Context: an optimization exercise on an open-source flow, tuned for small area. The choices shown serve that exercise and are no tape-out recipe. Function was checked by simulation only, so behaviour that the tests miss may differ from the original. No driver is modelled on the clock port, so clocking that relies on it looks cheaper here than on a real chip.

run 1:
==> flow/design.v <==
`timescale 1ns / 1ps
module seven_seg(
 input CLK100MHZ, CPU_RESETN,
 input [15:0] RH_Value,
 input [15:0] Temp_Value,
 output CA,CB,CC,CD,CE,CF,CG,DP,
 output [7:0] AN
 );
localparam [16:0] POL = 17'b01010101010101010;
reg  [16:0] sr;       
reg  [2:0]  dig;      
wire [16:0] x = sr ^ POL;
wire        low0 = (x[15:0] == 16'd0);
wire        fb = x[16] ^ x[13] ^ low0;
wire        wrap = low0 & x[16];       
always @(posedge CLK100MHZ) begin
  if (CPU_RESETN) begin
    sr  <= POL;
    dig <= 3'd0;
  end else begin
    sr  <= {x[15:0], fb} ^ POL;
    if (wrap) dig <= dig + 3'd1;
  end
end
wire [31:0] v = {Temp_Value, RH_Value};
wire [7:0] AN_Choose = ~(8'd1 << dig);
wire [3:0] SW_Choose;
genvar d, b;
generate
  for (b = 0; b < 4; b = b + 1) begin : nb
    wire [7:0] t;
    for (d = 0; d < 8; d = d + 1) begin : nd
      assign t[d] = AN_Choose[d] | v[4*d + b];
    end
    assign SW_Choose[b] = &t;
  end
endgenerate
reg  [6:0] Num_Choose;
always @(*) begin
  if (dig == 3'd7 && SW_Choose[3])
    Num_Choose = 7'b1111110;
  else
    case (SW_Choose)
      4'd0:    Num_Choose = 7'b0000001;
      4'd1:    Num_Choose = 7'b1001111;
      4'd2:    Num_Choose = 7'b0010010;
      4'd3:    Num_Choose = 7'b0000110;
      4'd4:    Num_Choose = 7'b1001100;
      4'd5:    Num_Choose = 7'b0100100;
      4'd6:    Num_Choose = 7'b0100000;
      4'd7:    Num_Choose = 7'b0001111;
      4'd8:    Num_Choose = 7'b0000000;
      4'd9:    Num_Choose = 7'b0001100;
      4'd10:   Num_Choose = 7'b0001000;
      4'd11:   Num_Choose = 7'b1100000;
      4'd12:   Num_Choose = 7'b0110001;
      4'd13:   Num_Choose = 7'b1000010;
      4'd14:   Num_Choose = 7'b0110000;
      default: Num_Choose = 7'b0111000;
    endcase
end
assign {CG, CF, CE, CD, CC, CB, CA} = Num_Choose;
assign AN = AN_Choose;
assign DP = 1'b1;
endmodule
`timescale 1ns / 1ps
module DHT22(
input clk,
input rst,
input dht_in,
output dht_out,
output LED16_G,
output LED16_R,
output LED16_B,
output CA,CB,CC,CD,CE,CF,CG,DP,
output [7:0] AN
);
localparam [19:0] M_AT5    = 20'h00030, V_AT5    = 20'h00020;  
localparam [19:0] M_AT1617 = 20'h122ce, V_AT1617 = 20'h00246;  
localparam [19:0] M_AT100K = 20'heef77, V_AT100K = 20'he0123;  
localparam [19:0] M_FS     = 20'hfffff, V_FS     = 20'h0b298;  
localparam [3:0]
  S0  = 4'd0,   
  S1A = 4'd1,   
  S1B = 4'd2,   
  S2  = 4'd3,
  S3  = 4'd4,
  S4  = 4'd5,
  S5  = 4'd6,
  S6  = 4'd7,
  S7A = 4'd8,   
  S7B = 4'd9,   
  S8A = 4'd10,  
  S8B = 4'd11,  
  S9  = 4'd12,
  S10 = 4'd13,
  S0X = 4'd14;  
reg JA3in;
reg LEDR;
reg LEDG;
reg LEDB;
reg [3:0] state;
reg [19:0] cnt;
reg [39:8] dataBits;
reg [5:0] bitCount;
seven_seg SSEG(
  .CLK100MHZ(clk),
  .CPU_RESETN(rst),
  .RH_Value(dataBits[39:24]),
  .Temp_Value(dataBits[23:8]),
  .CA(CA), .CB(CB), .CC(CC), .CD(CD), .CE(CE), .CF(CF), .CG(CG), .DP(DP),
  .AN(AN)
);
assign dht_out = (state == S1B);
assign LED16_R = LEDR;
assign LED16_G = LEDG;
assign LED16_B = LEDB;
wire at5    = ((cnt & M_AT5)    == V_AT5);
wire at1617 = ((cnt & M_AT1617) == V_AT1617);
wire at100k = ((cnt & M_AT100K) == V_AT100K);
wire fs     = ((cnt & M_FS)     == V_FS);
reg [7:0] csum;
wire wr = (state == S8A) | (state == S8B);
wire cbit = wr & ((state == S8B) ^ bitCount[5]);
wire [7:0] cpos;
wire [7:0] cc;
genvar g;
generate
  for (g = 0; g < 8; g = g + 1) begin : ck
    assign cpos[g] = (bitCount[2:0] == 7 - g);
    if (g == 0) assign cc[g] = cbit & cpos[g];
    else        assign cc[g] = (cbit & cpos[g]) | (csum[g-1] & cc[g-1]);
  end
endgenerate
always @(posedge clk) begin
  if (state == S4)
    csum <= 8'd0;
  else
    csum <= csum ^ cc;
end
wire ok = &csum;
wire done40 = bitCount[5] & bitCount[3];
reg [3:0] nstate;
reg adv;
always @(*) begin
  nstate = state;
  adv = 1'b0;
  case (state)
    S0:  if (at100k) nstate = S1A; else adv = 1'b1;
    S0X: nstate = S1A;
    S1A: begin nstate = S1B; adv = 1'b1; end
    S1B: if (at1617) nstate = S2; else adv = 1'b1;
    S2:  if (JA3in)  nstate = S3; else begin adv = 1'b1; if (fs) nstate = S0X; end
    S3:  if (~JA3in) nstate = S4; else begin adv = 1'b1; if (fs) nstate = S0X; end
    S4:  if (JA3in)  nstate = S5; else begin adv = 1'b1; if (fs) nstate = S0X; end
    S5:  if (~JA3in) nstate = S6; else begin adv = 1'b1; if (fs) nstate = S0X; end
    S6:  if (JA3in)  nstate = S7A; else begin adv = 1'b1; if (fs) nstate = S0X; end
    S7A: if (JA3in) begin adv = 1'b1; if (at5) nstate = S7B; end else nstate = S8A;
    S7B: if (JA3in) begin adv = 1'b1; if (fs) nstate = S0X; end else nstate = fs ? S8A : S8B;
    S8A: nstate = S9;
    S8B: nstate = S9;
    S9:  nstate = done40 ? S10 : S5;
    S10: if (JA3in)  nstate = S0; else begin adv = 1'b1; if (fs) nstate = S0X; end
    default: nstate = S0;
  endcase
end
always @(posedge clk) begin
  JA3in <= dht_in;
end
always @(posedge clk) begin
  if (rst) begin
    state <= S0;
    cnt <= 20'd0;
  end else begin
    state <= nstate;
    cnt <= adv ? {~cnt[18:0], cnt[19] ^ cnt[16]} : 20'd0;
  end
end
always @(posedge clk) begin
  if (rst) begin
    LEDR <= 1'b0;
    LEDG <= 1'b0;
    LEDB <= 1'b0;
  end else begin
    if (state == S1A) begin
      LEDR <= 1'b0;
      LEDG <= 1'b0;
      LEDB <= 1'b0;
    end
    if (state == S4 && JA3in) LEDB <= 1'b1;
    if (state == S5 && ~JA3in) begin
      LEDB <= 1'b0;
      LEDR <= 1'b1;
    end
    if (state == S10 && JA3in && ok) begin
      LEDR <= 1'b0;
      LEDG <= 1'b1;
    end
  end
end
always @(posedge clk) begin
  if (state == S4)
    bitCount <= 6'd0;
  else if (state == S8A || state == S8B)
    bitCount <= bitCount + 6'd1;
end
wire [3:0] wrow;
wire [7:0] wcol;
wire wval = ~rst & (state == S8B);
genvar k, m;
generate
  for (k = 0; k < 4; k = k + 1) begin : wr_row
    assign wrow[k] = rst | (wr & (bitCount[5:3] == k));
  end
  for (m = 0; m < 8; m = m + 1) begin : wr_col
    assign wcol[m] = rst | (bitCount[2:0] == m);
  end
  for (k = 0; k < 4; k = k + 1) begin : wr_b
    for (m = 0; m < 8; m = m + 1) begin : wr_i
      always @(posedge clk)
        if (wrow[k] & wcol[m]) dataBits[39 - 8*k - m] <= wval;
    end
  end
endgenerate
endmodule
export LEC_CHECK = 0
export CAP_MARGIN = 0
export CORE_MARGIN = 2
export CORE_UTILIZATION = 75
export GPL_TIMING_DRIVEN = 0
export SLEW_MARGIN = 0
create_clock -name core_clock -period 10.0 [get_ports {clk}]
standard.sh (not shown) runs the stock make flow with config.mk's settings and CLKGATE_MAP_FILE= SYNTH_SCRIPT=/design/flow/synth_recipe.tcl, a recipe that flattens the netlist after the stock synthesis.
==> flow/flow/run.sh <==
#!/bin/bash
set -euo pipefail
W=$(pwd)
F=$W/flow
export MY_ABC_SCRIPT=$F/area.abc
cat $F/overrides.tcl $W/synth_recipe.tcl > $W/version_synth.tcl
source $F/knobs.sh
bash $W/standard.sh SYNTH_SCRIPT=$W/version_synth.tcl \
  "BUFFER_PORTS_ARGS=-buffer_cell sky130_fd_sc_hd__buf_1" \
  "MIN_BUF_CELL_AND_PORTS=sky130_fd_sc_hd__buf_1 A X" \
  "CTS_ARGS=$CTS" \
  POST_CTS_TCL=$F/post_cts.tcl \
  finish > $W/standard_finish.log 2>&1
==> flow/flow/area.abc <==
strash
dc2
dch -f
amap -m
strash
dch -f
amap -m
topo
==> flow/flow/knobs.sh <==
CTS="-sink_clustering_enable -repair_clock_nets -buf_list sky130_fd_sc_hd__clkbuf_8 -root_buf sky130_fd_sc_hd__clkbuf_8 -dont_use_dummy_load"
==> flow/flow/overrides.tcl <==
proc extract_fa {args} { puts "extract_fa skipped by the version's flow" }
proc abc {args} {
  set keep {}
  set skip 0
  foreach a $args {
    if {$skip} { set skip 0; continue }
    if {$a in {-script -constr -D}} { set skip 1; continue }
    lappend keep $a
  }
  yosys abc -script $::env(MY_ABC_SCRIPT) {*}$keep
}
==> flow/flow/post_cts.tcl <==
estimate_parasitics -placement
proc version_worst_clk_slew {} {
  set worst 0
  foreach pin [all_registers -clock_pins -edge_triggered] {
    foreach edge {rise fall} {
      foreach an {min max} {
        set ps [expr {[sta::time_ui_sta [get_property $pin slew_${an}_$edge]] * 1e12}]
        if {$ps > $worst} { set worst $ps }
      }
    }
  }
  return $worst
}
set version_db [ord::get_db]
puts "clock buffer sizing: worst clock-pin slew before [version_worst_clk_slew] ps"
foreach inst [[ord::get_db_block] getInsts] {
  if {![string match sky130_fd_sc_hd__clkbuf_* [[$inst getMaster] getName]]} { continue }
  foreach sz {2 4} {
    set old [$inst getMaster]
    set new [$version_db findMaster sky130_fd_sc_hd__clkbuf_$sz]
    if {[$new getWidth] >= [$old getWidth]} { break }
    $inst swapMaster $new
    estimate_parasitics -placement
    if {[version_worst_clk_slew] > 115.0} {
      $inst swapMaster $old
      estimate_parasitics -placement
    } else {
      puts "clock buffer sizing: [$inst getName] [$old getName] -> [$new getName]"
      break
    }
  }
}
puts "clock buffer sizing: worst clock-pin slew after [version_worst_clk_slew] ps"
For run 2, these inputs were changed with respect to run 1:
Settings: PLACE_DENSITY newly set to 0.9; CORE_UTILIZATION changed from 75 to 85.
--- a/flow/flow/post_cts.tcl
+++ b/flow/flow/post_cts.tcl
@@ -22,5 +22,5 @@
     $inst swapMaster $new
     estimate_parasitics -placement
-    if {[version_worst_clk_slew] > 115.0} {
+    if {[version_worst_clk_slew] > 110.0} {
       $inst swapMaster $old
       estimate_parasitics -placement
--- outcome ---
Run 2 | ERROR | global placement (3_3_place_gp)
Between run 1 and run 2, initial cell density of the core increased.
Synthesized area: run 1 vs run 2 identical
Run 1 → run 2: number of standard-cell rows in the floorplan decreased by 4.0% relative to the old numbers, die span in y went down by 4.3 um.
## Diff of input files: run 3 against run 2
Settings: CORE_UTILIZATION: 85 -> 60; PLACE_DENSITY: 0.9 -> unset.
--- a/flow/flow/run.sh
+++ b/flow/flow/run.sh
@@ -8,5 +8,4 @@
 bash $W/standard.sh SYNTH_SCRIPT=$W/version_synth.tcl \
   "BUFFER_PORTS_ARGS=-buffer_cell sky130_fd_sc_hd__buf_1" \
-  "MIN_BUF_CELL_AND_PORTS=sky130_fd_sc_hd__buf_1 A X" \
   "CTS_ARGS=$CTS" \
   POST_CTS_TCL=$F/post_cts.tcl \
[summary]
The log for run 2 ends in global placement (3_3_place_gp) with error GPL-0301, so the run never completed. Per the final summary, run 3 finished and its layout is clean on timing, DRC and antenna. Diff run 3..run 2 | distinct cell type count of the synthesized netlist | unchanged. Going from run 2 to run 3, post-synth design cell area neither gained nor lost much; total of flip-flops plus latches after synthesis neither gained nor lost much; basic-gate share of the synthesized area counting and, or, nand and nor cells neither gained nor lost much. The placement row count number comes out lower for run 2 vs run 3. In run 3 relative to run 2, overall die width had gone up by more than 10%. Between run 2 and run 3, the sequential element share of the synthesized area figures differ only marginally. Compared run 3 against run 2; mean cell area of the mapped netlist within noise. Cell count after synthesis across run 2 and run 3: no real change. Run 3: die height about 18% above run 2. Diff run 2..run 3 | compound-cell area share of the yosys netlist | negligible.

==> what the ideal ports hide <==
No port has a modelled driver above. Below, the same layouts with a new extraction and two added sets of constraints.
Step 1 assumes that a clkbuf_16 drives the clock port and a buf_2 every other input.
Step 2 times the ports against the registers' clock, not the clock port: input delays grow and output delays shrink by t, the midpoint of the rising clock arrivals with the driver on.
a / b / c = ideal / step 1 / step 2; a / b = the first two.
run	t, ns	setup slack, ns	worst setup path at the end
run 1	0.560	4.155 / 4.126 / 4.686	register to output
run 3	0.447	4.296 / 4.267 / 4.714	register to output
After both steps every run listed still meets setup and hold.
